This is an optimization exercise on Yosys and OpenROAD, whose aim is a short achievable clock period and few clock cycles, not a production implementation.
The RTL of this run was laid out without a check of its function.
Power is estimated from default activity; no workload was simulated.

==> design.v <==
`timescale 1ns / 1ps
module microP(
    input clk,
    input reset,
    output [7:0] imem_addr,
    input [16:0] imem_data,
    output [7:0] dmem_addr,
    output [7:0] dmem_wdata,
    output dmem_we,
    input [7:0] dmem_rdata,
    input [7:0] data_in,
    output out_we,
    output [7:0] data_out_col,
    output [7:0] data_out_addr
    );
reg [7:0] PC;
reg [7:0] A_e, B_e;       
reg cin_e;                
reg add_e;                
reg [10:0] sel_e;         
reg [7:0] L_e;            
reg RW_e, MW_e, OW_e;
reg [2:0] DR_e;
reg [7:0] R1, R2, R3, R4, R5, R6, R7;    
wire [7:0] sum, sumn;
wire cout, coutn;
wire [7:0] p_e;
wire [7:0] g_e;
add8 ADD(.a(A_e), .b(B_e), .cin(cin_e), .s(sum), .sn(sumn), .cout(cout), .coutn(coutn), .p(p_e),
         .g(g_e));
wire [7:0] k_e;
or8 KE(.a(A_e), .b(B_e), .y(k_e));
wire [7:0] fast, fastn;
alu_fast ALUF(.A(A_e), .B(B_e), .g(g_e), .k(k_e), .p(p_e), .sel({sel_e[10], sel_e[8:0]}), .link(L_e), .ld(dmem_rdata),
              .din(data_in), .f(fast), .fn(fastn));
wire slt_e = sel_e[9];
wire [7:0] res;
mux8 RESM(.s(add_e), .a(fast | {7'd0, slt_e & coutn}), .b(sum), .y(res));
wire z_add;
sum_zero SZ(.t(p_e), .k(k_e), .cin(cin_e), .z(z_add));
assign dmem_addr = A_e;
assign dmem_wdata = B_e;
assign dmem_we = MW_e;
assign out_we = OW_e;
assign data_out_col = A_e;
assign data_out_addr = B_e;
assign imem_addr = PC;
wire [2:0] dr = imem_data[11:9];
wire [2:0] sa = imem_data[8:6];
wire [2:0] sb = imem_data[5:3];
wire [5:0] im = imem_data[5:0];
wire [7:0] PC1, target;
wire unused_c2, unused_c2n;
wire [7:0] unused_n2, unused_p2, unused_g2;
inc8 INC(.a(PC), .y(PC1));
add8 TGT(.a(PC), .b({{2{im[5]}}, im}), .cin(1'b1), .s(target), .sn(unused_n2), .cout(unused_c2), .coutn(unused_c2n), .p(unused_p2), .g(unused_g2));
wire [7:0] ra, rb, ran, rbn;
wire zr_a, zr_b_unused, fwd_a, fwd_b;
reg_read RDA(.a(sa), .r1(R1), .r2(R2), .r3(R3), .r4(R4), .r5(R5), .r6(R6), .r7(R7),
             .rw_e(RW_e), .dr_e(DR_e), .q(ra), .qn(ran), .z(zr_a), .fwd(fwd_a));
reg_read RDB(.a(sb), .r1(R1), .r2(R2), .r3(R3), .r4(R4), .r5(R5), .r6(R6), .r7(R7),
             .rw_e(RW_e), .dr_e(DR_e), .q(rb), .qn(rbn), .z(zr_b_unused), .fwd(fwd_b));
wire is_jmr, is_jml, b_z1, b_z0, uses_a, w_d, MW_d, OW_d, cin_d, add_d, inv_b, b_imm;
wire [10:0] sel_d;
wire [7:0] imm;
decode DEC(.ins(imem_data), .is_jmr(is_jmr), .is_jml(is_jml), .b_z1(b_z1), .b_z0(b_z0),
           .uses_a(uses_a), .w(w_d), .mw(MW_d), .ow(OW_d), .cin(cin_d), .add(add_d),
           .inv_b(inv_b), .b_imm(b_imm), .sel(sel_d), .imm(imm));
wire [7:0] next_pc;
pc_select PCS(.reset(reset), .fwd_a(fwd_a), .add_e(add_e), .z_add(z_add), .zr_a(zr_a),
              .uses_a(uses_a), .is_jmr(is_jmr), .b_z1(b_z1), .b_z0(b_z0),
              .pc(PC), .sum(sum), .ra(ra), .target(target), .pc1(PC1), .next_pc(next_pc));
wire [7:0] A_d, B_d;
opnd_sel OPA(.fwd(fwd_a), .add_e(add_e), .slt_e(slt_e), .inv(1'b0), .use_imm(1'b0),
             .cout(cout), .coutn(coutn), .sum(sum), .sumn(sumn), .fast(fast), .fastn(fastn),
             .imm(8'd0), .r(ra), .rn(ran), .q(A_d));
opnd_sel OPB(.fwd(fwd_b), .add_e(add_e), .slt_e(slt_e), .inv(inv_b), .use_imm(b_imm),
             .cout(cout), .coutn(coutn), .sum(sum), .sumn(sumn), .fast(fast), .fastn(fastn),
             .imm(imm), .r(rb), .rn(rbn), .q(B_d));
always @(posedge clk) begin
    if (!reset) begin
        RW_e <= 1'b0; MW_e <= 1'b0; OW_e <= 1'b0;
    end else begin
        RW_e <= w_d && (dr != 3'd0);
        MW_e <= MW_d;
        OW_e <= OW_d;
    end
end
always @(posedge clk) begin
    PC <= next_pc;
end
always @(posedge clk) begin
    A_e <= A_d; B_e <= B_d; L_e <= PC1; cin_e <= cin_d; add_e <= add_d; sel_e <= sel_d; DR_e <= dr;
end
always @(posedge clk) begin
    if (RW_e) begin
        case (DR_e)
            3'd1: R1 <= res; 3'd2: R2 <= res; 3'd3: R3 <= res; 3'd4: R4 <= res;
            3'd5: R5 <= res; 3'd6: R6 <= res; 3'd7: R7 <= res;
            default: ;
        endcase
    end
end
endmodule
module decode(
    input [16:0] ins,
    output is_jmr, output is_jml,
    output b_z1,       
    output b_z0,       
    output uses_a,     
    output reg w, output reg mw, output reg ow, output reg cin, output reg add,
    output reg inv_b, output reg b_imm, output reg [10:0] sel, output reg [7:0] imm
    );
wire [4:0] op = ins[16:12];
wire is_jmp = (op == 5'd2) || (op == 5'd3);
wire is_bz = (op == 5'd11);
wire is_bnz = (op == 5'd19);
assign is_jmr = (op == 5'd7);
assign is_jml = (op == 5'd2);
assign b_z1 = is_jmp | is_bz;
assign b_z0 = is_jmp | is_bnz;
assign uses_a = is_bz | is_bnz | is_jmr;
always @(*) begin
    w = 1'b0; mw = 1'b0; ow = 1'b0; cin = 1'b0; add = 1'b0; inv_b = 1'b0; b_imm = 1'b0;
    sel = 11'd0; imm = {{2{ins[5]}}, ins[5:0]};
    case (op)
        5'd1:  begin w = 1'b1; add = 1'b1; inv_b = 1'b1; cin = 1'b1; end    
        5'd2:  begin w = 1'b1; sel[10] = 1'b1; end                          
        5'd4, 5'd9: begin w = 1'b1; add = 1'b1; b_imm = 1'b1; end           
        5'd5:  begin mw = 1'b1; end                                         
        5'd6:  begin w = 1'b1; sel[0] = 1'b1; end                           
        5'd8:  begin w = 1'b1; sel[5] = 1'b1; b_imm = 1'b1; imm = {5'd0, ins[2:0]}; end   
        5'd10: begin w = 1'b1; sel[2] = 1'b1; end                           
        5'd12: begin w = 1'b1; sel[3] = 1'b1; end                           
        5'd13: begin w = 1'b1; sel[7] = 1'b1; end                           
        5'd14: begin w = 1'b1; sel[9] = 1'b1; inv_b = 1'b1; end             
        5'd15: begin w = 1'b1; add = 1'b1; end                              
        5'd16: begin ow = 1'b1; end                                         
        5'd17: begin w = 1'b1; sel[4] = 1'b1; end                           
        5'd18: begin w = 1'b1; sel[8] = 1'b1; end                           
        5'd20: begin w = 1'b1; sel[1] = 1'b1; b_imm = 1'b1; imm = {2'b00, ins[5:0]}; end  
        5'd21: begin w = 1'b1; sel[6] = 1'b1; b_imm = 1'b1; imm = {5'd0, ins[2:0]}; end   
        default: ;
    endcase
end
endmodule
module alu_fast(
    input [7:0] A, input [7:0] B, input [7:0] g, input [7:0] k, input [7:0] p,
    input [9:0] sel, input [7:0] link, input [7:0] ld, input [7:0] din,
    output [7:0] f, output [7:0] fn
    );
assign fn = ~f;
assign f =
      ({8{sel[0]}} & g)
    | ({8{sel[1]}} & k)
    | ({8{sel[2]}} & p)
    | ({8{sel[3]}} & A)
    | ({8{sel[4]}} & ~A)
    | ({8{sel[5]}} & (A << B[2:0]))
    | ({8{sel[6]}} & (A >> B[2:0]))
    | ({8{sel[7]}} & ld)
    | ({8{sel[8]}} & din)
    | ({8{sel[9]}} & link);
endmodule
module sum_zero(input [7:0] t, input [7:0] k, input cin, output z);
assign z = ~|({t[7:1], t[0]} ^ {k[6:0], cin});
endmodule
module reg_read(
    input [2:0] a,
    input [7:0] r1, input [7:0] r2, input [7:0] r3, input [7:0] r4,
    input [7:0] r5, input [7:0] r6, input [7:0] r7,
    input rw_e, input [2:0] dr_e,
    output reg [7:0] q, output [7:0] qn, output z, output fwd
    );
always @(*) begin
    case (a)
        3'd1: q = r1; 3'd2: q = r2; 3'd3: q = r3; 3'd4: q = r4;
        3'd5: q = r5; 3'd6: q = r6; 3'd7: q = r7;
        default: q = 8'd0;
    endcase
end
inv8 QN(.a(q), .y(qn));
wire [7:0] nz;
assign nz[0] = 1'b0;
nonzero8 Z1(.a(r1), .y(nz[1]));
nonzero8 Z2(.a(r2), .y(nz[2]));
nonzero8 Z3(.a(r3), .y(nz[3]));
nonzero8 Z4(.a(r4), .y(nz[4]));
nonzero8 Z5(.a(r5), .y(nz[5]));
nonzero8 Z6(.a(r6), .y(nz[6]));
nonzero8 Z7(.a(r7), .y(nz[7]));
wire [3:0] l1;
wire [1:0] l2;
mux1i M10(.s(a[0]), .a(nz[0]), .b(nz[1]), .y(l1[0]));
mux1i M11(.s(a[0]), .a(nz[2]), .b(nz[3]), .y(l1[1]));
mux1i M12(.s(a[0]), .a(nz[4]), .b(nz[5]), .y(l1[2]));
mux1i M13(.s(a[0]), .a(nz[6]), .b(nz[7]), .y(l1[3]));
mux1i M20(.s(a[1]), .a(l1[0]), .b(l1[1]), .y(l2[0]));
mux1i M21(.s(a[1]), .a(l1[2]), .b(l1[3]), .y(l2[1]));
mux1i M3(.s(a[2]), .a(l2[0]), .b(l2[1]), .y(z));
assign fwd = rw_e && (dr_e == a);
endmodule
module nonzero8(input [7:0] a, output y);
wire [3:0] n;
nor1 N0(.a(a[0]), .b(a[1]), .y(n[0]));
nor1 N1(.a(a[2]), .b(a[3]), .y(n[1]));
nor1 N2(.a(a[4]), .b(a[5]), .y(n[2]));
nor1 N3(.a(a[6]), .b(a[7]), .y(n[3]));
assign y = ~(n[0] & n[1] & n[2] & n[3]);
endmodule
module inv8(input [7:0] a, output [7:0] y);
assign y = ~a;
endmodule
module pc_select(
    input reset, input fwd_a, input add_e, input z_add, input zr_a,
    input uses_a, input is_jmr, input b_z1, input b_z0,
    input [7:0] pc, input [7:0] sum, input [7:0] ra, input [7:0] target, input [7:0] pc1,
    output [7:0] next_pc
    );
wire hold, s_sum, s_ra, t1z, t1n, t0z, t0n, p1z, p1n, p0z, p0n;
pc_ctl CTL(.reset(reset), .fwd_a(fwd_a), .add_e(add_e), .uses_a(uses_a), .is_jmr(is_jmr),
           .b_z1(b_z1), .b_z0(b_z0), .hold(hold), .s_sum(s_sum), .s_ra(s_ra),
           .t1z(t1z), .t1n(t1n), .t0z(t0z), .t0n(t0n), .p1z(p1z), .p1n(p1n), .p0z(p0z), .p0n(p0n));
wire t1_n, t0_n, p1_n, p0_n, s_tgt, s_pc1;
mux1i MT1(.s(z_add), .a(t1n), .b(t1z), .y(t1_n));
mux1i MT0(.s(zr_a), .a(t0n), .b(t0z), .y(t0_n));
mux1i MP1(.s(z_add), .a(p1n), .b(p1z), .y(p1_n));
mux1i MP0(.s(zr_a), .a(p0n), .b(p0z), .y(p0_n));
mux1i MT(.s(fwd_a), .a(t0_n), .b(t1_n), .y(s_tgt));
mux1i MP(.s(fwd_a), .a(p0_n), .b(p1_n), .y(s_pc1));
wire [7:0] early_n, late_n;
genvar i;
generate
    for (i = 0; i < 8; i = i + 1) begin : gb
        aoi222 E(.a1(hold), .a2(pc[i]), .b1(s_sum), .b2(sum[i]), .c1(s_ra), .c2(ra[i]),
                 .y(early_n[i]));
        aoi22 L(.a1(s_tgt), .a2(target[i]), .b1(s_pc1), .b2(pc1[i]), .y(late_n[i]));
        nand1 N(.a(early_n[i]), .b(late_n[i]), .y(next_pc[i]));
    end
endgenerate
endmodule
module pc_ctl(
    input reset, input fwd_a, input add_e, input uses_a, input is_jmr, input b_z1, input b_z0,
    output hold, output s_sum, output s_ra,
    output t1z, output t1n, output t0z, output t0n,
    output p1z, output p1n, output p0z, output p0n
    );
assign hold = reset & uses_a & fwd_a & ~add_e;
assign s_sum = reset & is_jmr & fwd_a & add_e;
assign s_ra = reset & is_jmr & ~fwd_a;
wire en1 = reset & ~is_jmr & (~uses_a | add_e);
wire en0 = reset & ~is_jmr;
assign t1z = en1 & b_z1;  assign t1n = en1 & b_z0;
assign p1z = en1 & ~b_z1; assign p1n = en1 & ~b_z0;
assign t0z = en0 & b_z1;  assign t0n = en0 & b_z0;
assign p0z = en0 & ~b_z1; assign p0n = en0 & ~b_z0;
endmodule
module opnd_sel(
    input fwd, input add_e, input slt_e, input inv, input use_imm, input cout, input coutn,
    input [7:0] sum, input [7:0] sumn, input [7:0] fast, input [7:0] fastn,
    input [7:0] imm, input [7:0] r, input [7:0] rn,
    output [7:0] q
    );
wire f = fwd & ~use_imm;
wire s_sum = f & add_e & ~inv;
wire s_sumn = f & add_e & inv;
wire s_fast = f & ~add_e & ~inv;
wire s_fastn = f & ~add_e & inv;
wire s_slt = f & slt_e & ~inv;
wire s_sltn = f & slt_e & inv;
wire s_imm = use_imm;
wire s_r = ~f & ~use_imm & ~inv;
wire s_rn = ~f & ~use_imm & inv;
wire s_fast0 = s_fast & ~slt_e;
wire s_fastn0 = s_fastn & ~slt_e;
wire [7:0] n1, n2, n3;
genvar i;
generate
    for (i = 0; i < 8; i = i + 1) begin : gb
        aoi222 E(.a1(i == 0 ? s_fast0 : s_fast), .a2(fast[i]),
                 .b1(i == 0 ? s_fastn0 : s_fastn), .b2(fastn[i]),
                 .c1(s_imm), .c2(imm[i]), .y(n1[i]));
        aoi22 R(.a1(s_r), .a2(r[i]), .b1(s_rn), .b2(rn[i]), .y(n2[i]));
        aoi22 L(.a1(s_sum), .a2(sum[i]), .b1(s_sumn), .b2(sumn[i]), .y(n3[i]));
    end
endgenerate
wire slt_n;
aoi22 S(.a1(s_slt), .a2(coutn), .b1(s_sltn), .b2(cout), .y(slt_n));
nand4m Q0(.a(n1[0]), .b(n2[0]), .c(n3[0]), .d(slt_n), .y(q[0]));
generate
    for (i = 1; i < 8; i = i + 1) begin : gq
        nand3m N(.a(n1[i]), .b(n2[i]), .c(n3[i]), .y(q[i]));
    end
endgenerate
endmodule
module nand3m(input a, input b, input c, output y);
assign y = ~(a & b & c);
endmodule
module nand4m(input a, input b, input c, input d, output y);
assign y = ~(a & b & c & d);
endmodule
module aoi222(input a1, input a2, input b1, input b2, input c1, input c2, output y);
assign y = ~((a1 & a2) | (b1 & b2) | (c1 & c2));
endmodule
module inc8(input [7:0] a, output [7:0] y);
assign y = a + 8'd1;
endmodule
module or8(input [7:0] a, input [7:0] b, output [7:0] y);
genvar i;
generate
    for (i = 0; i < 8; i = i + 1) begin : gb
        or1 U(.a(a[i]), .b(b[i]), .y(y[i]));
    end
endgenerate
endmodule
module or1(input a, input b, output y);
assign y = a | b;
endmodule
module mux1i(input s, input a, input b, output y);    
assign y = ~(s ? b : a);
endmodule
module mux1(input s, input a, input b, output y);
assign y = s ? b : a;
endmodule
module mux8(input s, input [7:0] a, input [7:0] b, output [7:0] y);
assign y = s ? b : a;
endmodule
module ao2x8(input s0, input [7:0] d0, input s1, input [7:0] d1, output [7:0] y);
assign y = ({8{s0}} & d0) | ({8{s1}} & d1);
endmodule
module ao2x1(input s0, input d0, input s1, input d1, output y);
assign y = (s0 & d0) | (s1 & d1);
endmodule
module ao3x8(input s0, input [7:0] d0, input s1, input [7:0] d1, input s2, input [7:0] d2,
             output [7:0] y);
assign y = ({8{s0}} & d0) | ({8{s1}} & d1) | ({8{s2}} & d2);
endmodule
module ao2or8(input s0, input [7:0] d0, input s1, input [7:0] d1, input [7:0] o, output [7:0] y);
genvar i;
generate
    for (i = 0; i < 8; i = i + 1) begin : b
        ao2or1 U(.s0(s0), .d0(d0[i]), .s1(s1), .d1(d1[i]), .o(o[i]), .y(y[i]));
    end
endgenerate
endmodule
module ao2or1(input s0, input d0, input s1, input d1, input o, output y);
wire n;
aoi22 A(.a1(s0), .a2(d0), .b1(s1), .b2(d1), .y(n));
assign y = ~n | o;
endmodule
module aoi22(input a1, input a2, input b1, input b2, output y);
assign y = ~((a1 & a2) | (b1 & b2));
endmodule
module xor1(input a, input b, output y);
assign y = a ^ b;
endmodule
module xnor1(input a, input b, output y);
assign y = ~(a ^ b);
endmodule
module and1(input a, input b, output y);
assign y = a & b;
endmodule
module inv1(input a, output y);
assign y = ~a;
endmodule
module aoi21(input a1, input a2, input b1, output y);    
assign y = ~((a1 & a2) | b1);
endmodule
module oai21(input a1, input a2, input b1, output y);    
assign y = ~((a1 | a2) & b1);
endmodule
module nand1(input a, input b, output y);
assign y = ~(a & b);
endmodule
module nor1(input a, input b, output y);
assign y = ~(a | b);
endmodule
module a21o1(input a1, input a2, input b1, output y);    
assign y = (a1 & a2) | b1;
endmodule
module add8(input [7:0] a, input [7:0] b, input cin,
            output [7:0] s, output [7:0] sn, output cout, output coutn, output [7:0] p,
            output [7:0] g);
genvar i;
generate
    for (i = 0; i < 8; i = i + 1) begin : pg
        xor1 X(.a(a[i]), .b(b[i]), .y(p[i]));
        and1 A(.a(a[i]), .b(b[i]), .y(g[i]));
    end
endgenerate
wire g00;
a21o1 G00(.a1(p[0]), .a2(cin), .b1(g[0]), .y(g00));
wire [7:1] g1n;
wire [7:2] p1n;
aoi21 G11(.a1(p[1]), .a2(g00), .b1(g[1]), .y(g1n[1]));    
generate
    for (i = 2; i < 8; i = i + 1) begin : l1
        aoi21 G(.a1(p[i]), .a2(g[i-1]), .b1(g[i]), .y(g1n[i]));
        nand1 P(.a(p[i]), .b(p[i-1]), .y(p1n[i]));
    end
endgenerate
wire g00n;
inv1 I00(.a(g00), .y(g00n));
wire [7:2] g2;
wire [7:4] p2;
oai21 G22(.a1(p1n[2]), .a2(g00n), .b1(g1n[2]), .y(g2[2]));    
oai21 G23(.a1(p1n[3]), .a2(g1n[1]), .b1(g1n[3]), .y(g2[3]));   
generate
    for (i = 4; i < 8; i = i + 1) begin : l2
        oai21 G(.a1(p1n[i]), .a2(g1n[i-2]), .b1(g1n[i]), .y(g2[i]));
        nor1 P(.a(p1n[i]), .b(p1n[i-2]), .y(p2[i]));
    end
endgenerate
wire c2;
inv1 I11(.a(g1n[1]), .y(c2));
wire [7:4] g3n;
aoi21 G34(.a1(p2[4]), .a2(g00), .b1(g2[4]), .y(g3n[4]));    
aoi21 G35(.a1(p2[5]), .a2(c2), .b1(g2[5]), .y(g3n[5]));     
aoi21 G36(.a1(p2[6]), .a2(g2[2]), .b1(g2[6]), .y(g3n[6]));  
aoi21 G37(.a1(p2[7]), .a2(g2[3]), .b1(g2[7]), .y(g3n[7]));  
inv1 CO(.a(g3n[7]), .y(cout));
assign coutn = g3n[7];
xor1  S0(.a(p[0]), .b(cin), .y(s[0]));      xnor1 N0(.a(p[0]), .b(cin), .y(sn[0]));
xor1  S1(.a(p[1]), .b(g00), .y(s[1]));      xnor1 N1(.a(p[1]), .b(g00), .y(sn[1]));
xnor1 S2(.a(p[2]), .b(g1n[1]), .y(s[2]));   xor1  N2(.a(p[2]), .b(g1n[1]), .y(sn[2]));
xor1  S3(.a(p[3]), .b(g2[2]), .y(s[3]));    xnor1 N3(.a(p[3]), .b(g2[2]), .y(sn[3]));
xor1  S4(.a(p[4]), .b(g2[3]), .y(s[4]));    xnor1 N4(.a(p[4]), .b(g2[3]), .y(sn[4]));
xnor1 S5(.a(p[5]), .b(g3n[4]), .y(s[5]));   xor1  N5(.a(p[5]), .b(g3n[4]), .y(sn[5]));
xnor1 S6(.a(p[6]), .b(g3n[5]), .y(s[6]));   xor1  N6(.a(p[6]), .b(g3n[5]), .y(sn[6]));
xnor1 S7(.a(p[7]), .b(g3n[6]), .y(s[7]));   xor1  N7(.a(p[7]), .b(g3n[6]), .y(sn[7]));
endmodule
==> flow/run.sh <==
#!/bin/bash
# The standard layout (standard.sh), with two changes to how it is made:
# the resizer may swap a cell for one of another footprint, and the port
# buffers are buf_4 cells (the standard flow's default is a delay buffer).
set -euo pipefail
bash standard.sh MATCH_CELL_FOOTPRINT=0 "BUFFER_PORTS_ARGS=-buffer_cell sky130_fd_sc_hd__buf_4" finish > standard_flow.log 2>&1
==> standard.sh <==
#!/bin/bash
# synth_recipe.tcl (not shown) runs the flow's synth.tcl, then flattens the netlist and writes it again
# the make line also repeats each setting of config.mk as NAME=value (left out here)
make -C /OpenROAD-flow-scripts/flow DESIGN_CONFIG=/design/flow/config.mk WORK_HOME=/design/flow/orfs CLKGATE_MAP_FILE= SYNTH_SCRIPT=/design/flow/synth_recipe.tcl "${@:-finish}"
==> config.mk <==
export PLATFORM = sky130hd
export DESIGN_NAME = microP
export DESIGN_NICKNAME = microP
export VERILOG_FILES = /design/flow/design.v
export SDC_FILE = /design/flow/constraint.sdc
export NUM_CORES = 4
export LEC_CHECK = 0
export CAP_MARGIN = 20
export CORE_MARGIN = 2
export CORE_UTILIZATION = 65
export PLACE_DENSITY = 0.75
export SETUP_SLACK_MARGIN = 3.0
export SLEW_MARGIN = 20
export SYNTH_HIERARCHICAL = 1
export SYNTH_MINIMUM_KEEP_SIZE = 0
export TNS_END_PERCENT = 100
==> constraint.sdc <==
create_clock -name core_clock -period 5.0 [get_ports {clk}]
set_input_delay 1.0000 -clock core_clock [delete_from_list [all_inputs] [get_ports {clk}]]
set_output_delay 1.0000 -clock core_clock [all_outputs]
set_load 0.01 [all_outputs]
==> summary.md <==
| Metric | Value |
|---|---|
| PortBufs | `76` |
| Initial Util | `65.84%` |
| Crit. End Element | `register` |
| Post-Route M1 WL | `11.08 mm` |
| Worst skew pair latency | `0.36 ns` |
| Crit-path max FO | `8` |
| R2R depth | `6` |
| Leakage | `4.199 nW` |
| CP Launch Type | `register` |
| Wire length on met2 | `14.27 mm` |
| Clock buffer depth | `2` |
| Final core area utilization | `88.09%` |
| Initial antenna violation count | `2` |
| Final non-filler cell total | `1,133` |
| Via count of the routed design | `8,220` |
| WHS | `0.5246 ns` |
| Worst Max-Slew Pin Slew | `1.729 ns` |
| Root Driver | `clkbuf_16` |
| DRT iter0 DRCs | `1,674` |
| Setup-failing EPs final | `0` |
| Fail Reasons | `max-slew violations` |
| Fin crit share | `51.97%` |
| Final hold violations | `0` |
| Fmax | `384.8 MHz` |
| Slowest cell on crit path | `mux4_2` |
| Yosys Warn Count | `9` |
| Core box area | `12,520 µm²` |
| DRC Markers | `0` |
| Post-Syn Instances | `805` |
| Vias in the first global route | `7,380` |
| DR WL/cell | `27.66 µm` |
| Hold_buf cts | `0` |
| RSZ-0062 raised after global routing | `true` |
| CP peak stage delay | `0.58 ns` |
| Metal3 WL | `4.311 mm` |
| Hold WC Path Type | `reg -> reg` |
| First-pass GRT wire length | `42.02 mm` |
| H-tree Lvls | `3` |
| Status | `finished with violations` |
| CTS Buf Count | `9` |
| CTS tree | `built` |
| Buf/Inv on CP | `1` |
| Layout Nets | `991` |
| Die area | `13,600 µm²` |
| Drt first pass iters | `10` |
| Final Skew | `0.009404 ns` |
| Cell Pwr Density | `278.7 nW/µm²` |
| WL final | `31.33 mm` |
| WS Path Type | `reg -> reg` |
| Core Rows | `41` |
| Vias/cell | `7.255` |
| CP required | `5.21 ns` |
| Die W | `116.6 µm` |
| Antenna viol nets, final | `0` |
| Slew Viols, Final | `9` |
| GP Congestion | `0.9389` |
| Largest delay share family, worst path | `multiplexers` |
| Crit-path cells | `buf_12 > mux4_2 > mux2_2 > a221o_1 > a222oi_1 > nand3_1` |
| Layout cells sized above 1 | `46.15%` |
| Slew headroom | `-15.51%` |
| Tmin final | `2.598 ns` |
| WHS Path Cells | `1` |
| Max IR drop VDD | `0.0002068 V` |
| Top-level I/O count | `77` |
| Dpl cells | `1,017` |
| Grt total ovfl | `0` |
| CTS Sinks | `107` |
| Dpl hpwl | `18.54 mm` |
| Critical path arrival | `2.81 ns` |
| Mapped Area | `8242 µm²` |
| WP depth | `6` |
| Max-cap violations | `0` |
| Setup Total Neg Slack | `0 ns` |
| Largest net degree at the start of global routing | `29` |
| CTS clock-pin slew for the worst setup and hold paths | `0.08 ns` |
| Area Growth Syn to Fin | `33.79%` |
| Mean cell area of the mapped netlist | `10.24 µm²` |
| Die Ht | `116.6 µm` |
| Max Used Layer | `met4` |
| Gr usage total | `41.31%` |
-- metal layers --
layer,track usage (%),up-vias
li1,-,3346
met1,56.66,3855
met2,64.26,832
met3,8.822,187
met4,16.63,0
met5,0,-
-- where the power goes --
part | internal (mW) | switching [mW]
clock | 0.368 | 0.380
combinational | 0.540 | 0.689
sequential | 0.991 | 0.105
total | 1.90 | 1.17
-- layout by cell type (no fill, tap or decap), types with 6 or more instances in the layout --
master     count
mux2_4        15
buf_4        121
edfxtp_1      56
nand2_1       57
mux2i_1       29
o21ai_1       11
or2_1          6
and2_1        23
nor2b_1       11
nand2b_1       6
mux4_2        15
a221oi_1       7
nand3_1       19
buf_12        17
xor2_4        10
a32oi_1       10
xor2_1        23
nand4_1       19
inv_1         26
nor3_4         6
and3_1         9
a22oi_2       53
conb_1        24
buf_6         26
nor2_1        53
a222oi_1      24
a21oi_2       24
dfxtp_2       11
clkbuf_16     15
mux2_2        13
a22oi_1       13
dfxtp_4       12
xnor2_1       20
nor3_1         6
dfxtp_1       28
-- final cells by class --
class,count,area [µm²]
sequential,107,2761
clock buffer,10,239.0
timing repair buffer,177,1823
tap,172,215.2
clock inverter,6,68.82
antenna,1,2.502
fill,577,1490
inverter,29,108.9
multi-input combinational,631,5808
-- per-stage QoR --
step | area [µm²] | total power [mW] | setup slack [ns]
after floorplan | 8501 | 1.696 | 2.311
after global placement | 8823 | 1.917 | 1.740
after detailed placement | 8823 | 1.930 | 1.656
after CTS | 10510 | 2.847 | 2.678
after global routing | 11030 | 3.140 | 2.397
final | 11030 | 3.073 | 2.402
-- registers in the layout, indices dropped and copies added, names as in the netlist --
| register | flops |
|---|---|
| R1 | 8 |
| add_e | 1 |
| cin_e | 1 |
| R5 | 8 |
| B_e | 8 |
| RW_e | 1 |
| R3 | 8 |
| PC | 8 |
| R7 | 8 |
| MW_e | 1 |
| R6 | 8 |
| sel_e | 11 |
| DR_e | 3 |
| R4 | 8 |
| L_e | 8 |
| R2 | 8 |
| A_e | 8 |
| OW_e | 1 |
-- worst reg2reg max path, cell delays in order (launching register included) --
cell	delay (ns)
dfxtp_4	0.37
buf_12	0.15
mux4_2	0.58
mux2_2	0.31
a221o_1	0.42
a222oi_1	0.43
nand3_1	0.18
-- timing repair --
| action | 4_1_cts | 5_1_grt |
|---|---|---|
| gates cloned | 5 | 1 |
| pin swaps | 59 | 40 |
| setup endpoints to repair | 112 | 98 |
| setup buffers | 57 | 36 |
| gates resized for setup | 148 | 46 |
-- final timing paths --
path / slack [ns] / end / start
worst max-delay path: 2.40 / B_e[7] / B_e[1]
worst max register to register: 2.40 / B_e[7] / B_e[1]
worst min-delay path: 0.52 / L_e[0] / PC[0]
worst min register to register: 0.52 / L_e[0] / PC[0]

## separate check: timing with driven ports
How much do the figures lean on ideal ports? The routed layout below was timed once more, with nothing changed but the port constraints. Step 1: set_driving_cell puts a clkbuf_16 on clk and a buf_2 on each other input, an assumption about the parent block. Step 2 moves the port delays by t, midway between the first and last clock arrival at a register: inputs arrive t later, outputs are due t later. That takes back most of the time a late clock gives input paths. Slacks: ideal ports / drivers / drivers and shift; pairs: ideal ports / drivers.
t, ns: 0.404
setup WS [ns]: 2.402 / 2.402 / 2.065
worst hold slack (ns): 0.525 / 0.525 / 0.525
The setup slack of this run moves by 0.000 ns with the drivers and by -0.337 ns with both steps.
